Source: an optimization exercise on an open RTL-to-GDS flow (aim: small area, a short achievable clock period and few clock cycles). Production flows keep margins and buffers that such runs may drop. The RTL was checked by simulation tests, not by an equivalence proof against the original design.

==> inputs of job 931 <==
## PE
module PE (
	input clk,
	input rst,
	input PE_en,
	input [13-1:0] i_config,
	input [32-1:0] ifmap,
	input [32-1:0] filter,
	input [32-1:0] ipsum,
	input ifmap_valid,
	input filter_valid,
	input ipsum_valid,
	input opsum_ready,
	output reg [32-1:0] opsum,
	output reg ifmap_ready,
	output reg filter_ready,
	output reg ipsum_ready,
	output reg opsum_valid
);
integer i;
reg busy;
reg cdw;           
reg [1:0] crs;     
reg cst;           
reg [1:0] cp;      
reg [4:0] ccol;    
reg [1:0] cq;      
wire f_fire = filter_valid & filter_ready;
wire i_fire = ifmap_valid & ifmap_ready;
wire p_fire = ipsum_valid & ipsum_ready;
reg vA, lA, vB, lB, olast;
reg [1:0] np;                       
wire o_free = !opsum_valid | opsum_ready;
wire hasp = (np != 2'd0);
wire c_go = vB & hasp & o_free;            
wire adv = !vB | (hasp & !opsum_valid) | (vB & hasp & opsum_ready);    
wire job_end = opsum_valid & opsum_ready & olast;
reg [383:0] fmem;
reg [2:0] kw;      
reg [1:0] fr;      
reg fdone;         
wire [1:0] e_rs = busy ? crs : i_config[11:10];
wire [1:0] e_p = busy ? cp : i_config[8:7];
wire f_rowlast = (fr == e_rs);
wire f_last = f_rowlast & (kw[1:0] == e_p);
always @(posedge clk) begin
	for (i = 0; i < 12; i = i + 1)
		if (f_fire && kw[1:0] == i / 3 && fr == i % 3)
			fmem[i*32 +: 32] <= filter;
end
always @(posedge clk or posedge rst) begin
  ...
==> flow/config.mk <==
export PLATFORM = sky130hd
export DESIGN_NAME = PE
export DESIGN_NICKNAME = PE
export VERILOG_FILES = /design/flow/design.v
export SDC_FILE = /design/flow/constraint.sdc
export NUM_CORES = 8
export LEC_CHECK = 0
export CAP_MARGIN = 20
export CORE_MARGIN = 2
export CORE_UTILIZATION = 40
export SLEW_MARGIN = 20
==> flow/constraint.sdc <==
create_clock -name core_clock -period 12.0 [get_ports {clk}]
set_input_delay 2.4000 -clock core_clock [delete_from_list [all_inputs] [get_ports {clk}]]
set_output_delay 2.4000 -clock core_clock [all_outputs]
set_load 0.01 [all_outputs]
standard.sh (not shown) runs the stock make flow with config.mk's settings and CLKGATE_MAP_FILE= SYNTH_SCRIPT=/design/flow/synth_recipe.tcl, a recipe that flattens the netlist after the stock synthesis.
==> flow/flow/run.sh <==
#!/bin/bash
# Standard ORFS layout, with repair_timing asked for more setup margin than the clock needs.
set -euo pipefail
bash standard.sh SETUP_SLACK_MARGIN=7.5 TNS_END_PERCENT=100 finish > standard.log 2>&1
==> job 5494: changes against job 931 <==
==> flow/run.sh (new file) <==
#!/bin/bash
# synth_recipe.tcl (not shown) runs the flow's synth.tcl, then flattens the netlist and writes it again
# the make line also repeats each setting of config.mk as NAME=value (left out here)
make -C /OpenROAD-flow-scripts/flow DESIGN_CONFIG=/design/flow/config.mk WORK_HOME=/design/flow/orfs CLKGATE_MAP_FILE= SYNTH_SCRIPT=/design/flow/synth_recipe.tcl finish
SETUP_SLACK_MARGIN = 5   (was not set)
TNS_END_PERCENT = 100   (was not set)
removed: flow/flow/run.sh
removed: flow/standard.sh
==> job 5349: changes against job 931 <==
==> flow/flow/run.sh (replaced) <==
#!/bin/bash
# Standard ORFS layout, with repair_timing asked for more setup margin than the clock needs.
set -euo pipefail
bash standard.sh SETUP_SLACK_MARGIN=8 TNS_END_PERCENT=100 finish > standard.log 2>&1
CORE_UTILIZATION = 60   (was 40)
==> summary.txt <==
- Job 931 completed with no timing, DRC or antenna violations. Job 5494 produced a clean layout. Job 5349 went through all stages and came out clean.
- The highest non-clock buffer count belongs to job 5349, the lowest to job 5494.
- Critical path depth: job 931 is lower than job 5349 (2).
- The highest setup slack belongs to job 5349, the lowest to job 5494.
- Register-to-register slack, lowest first: job 5494, job 931, job 5349.
- The lowest core utilization belongs to job 5494, the highest to job 5349.
==> figures <==
|  | job 5349 | job 931 | job 5494 |
|---|---|---|---|
| Drt total wl | 224,000 µm | 207,000 µm | 202,000 µm |
| Max Fclk | 227 MHz | 222 MHz | 162 MHz |
| # Post-CTS Setup Buffers | 167 | 21 | 0 |
| Status | timing/DRC/antenna clean | timing/DRC/antenna clean | timing/DRC/antenna clean |
| Vias in the first global route | 40,700 | 37,300 | 36,900 |
| Skew-Pair Late Insertion Delay | 0.74 ns | 0.76 ns | 0.74 ns |
| Critical path startpoint | sk1 | sk2 | opsum_ready |
| Setup repair after global routing missed its margin | yes | yes | no |
| Global-route usage over all layers | 44.9% | 28.3% | 27.7% |
| Setup slack of the critical path after layout | 7.60 ns | 7.49 ns | 5.81 ns |
| Clk cell area share | 4.42% | 4.98% | 4.93% |
| Flop-to-flop setup slack | 7.60 ns | 7.49 ns | 6.61 ns |
| Share of cell area taken by flip-flops and latches | 38.9% | 41.3% | 41.9% |
Testbench counts of job 931, summed over its fixed seeds: cycles 9,744.
Testbench counts of job 5494, summed over its fixed seeds: cycles 9,744.
Testbench counts of job 5349, summed over its fixed seeds: cycles 9,744.

## re-timing with driven ports
The results above use ideal ports. As a check the final layouts listed here were re-extracted and re-timed, cells and wires unchanged. Step 1: set_driving_cell puts a clkbuf_16 on clk and a buf_2 on each other input, an assumption about the parent block. Step 2 also shifts input and output timing later by t, the mid clock arrival at the registers, as if the neighbouring blocks saw the same clock. Three values: no drivers, after step 1, after step 2; two values: the first two.
run | shift t [ns] | slack for setup (ns) | worst setup path at the end
job 931 | 0.816 | 7.488 / 7.488 / 6.746 | input to register
job 5494 | 0.791 | 5.812 / 5.853 / 5.061 | input to register
job 5349 | 0.780 | 7.602 / 7.602 / 6.859 | input to register
After both steps every run listed still meets setup and hold. The setup slack of job 5494, which loses most, moves by +0.041 ns with the drivers and by -0.751 ns with both steps.
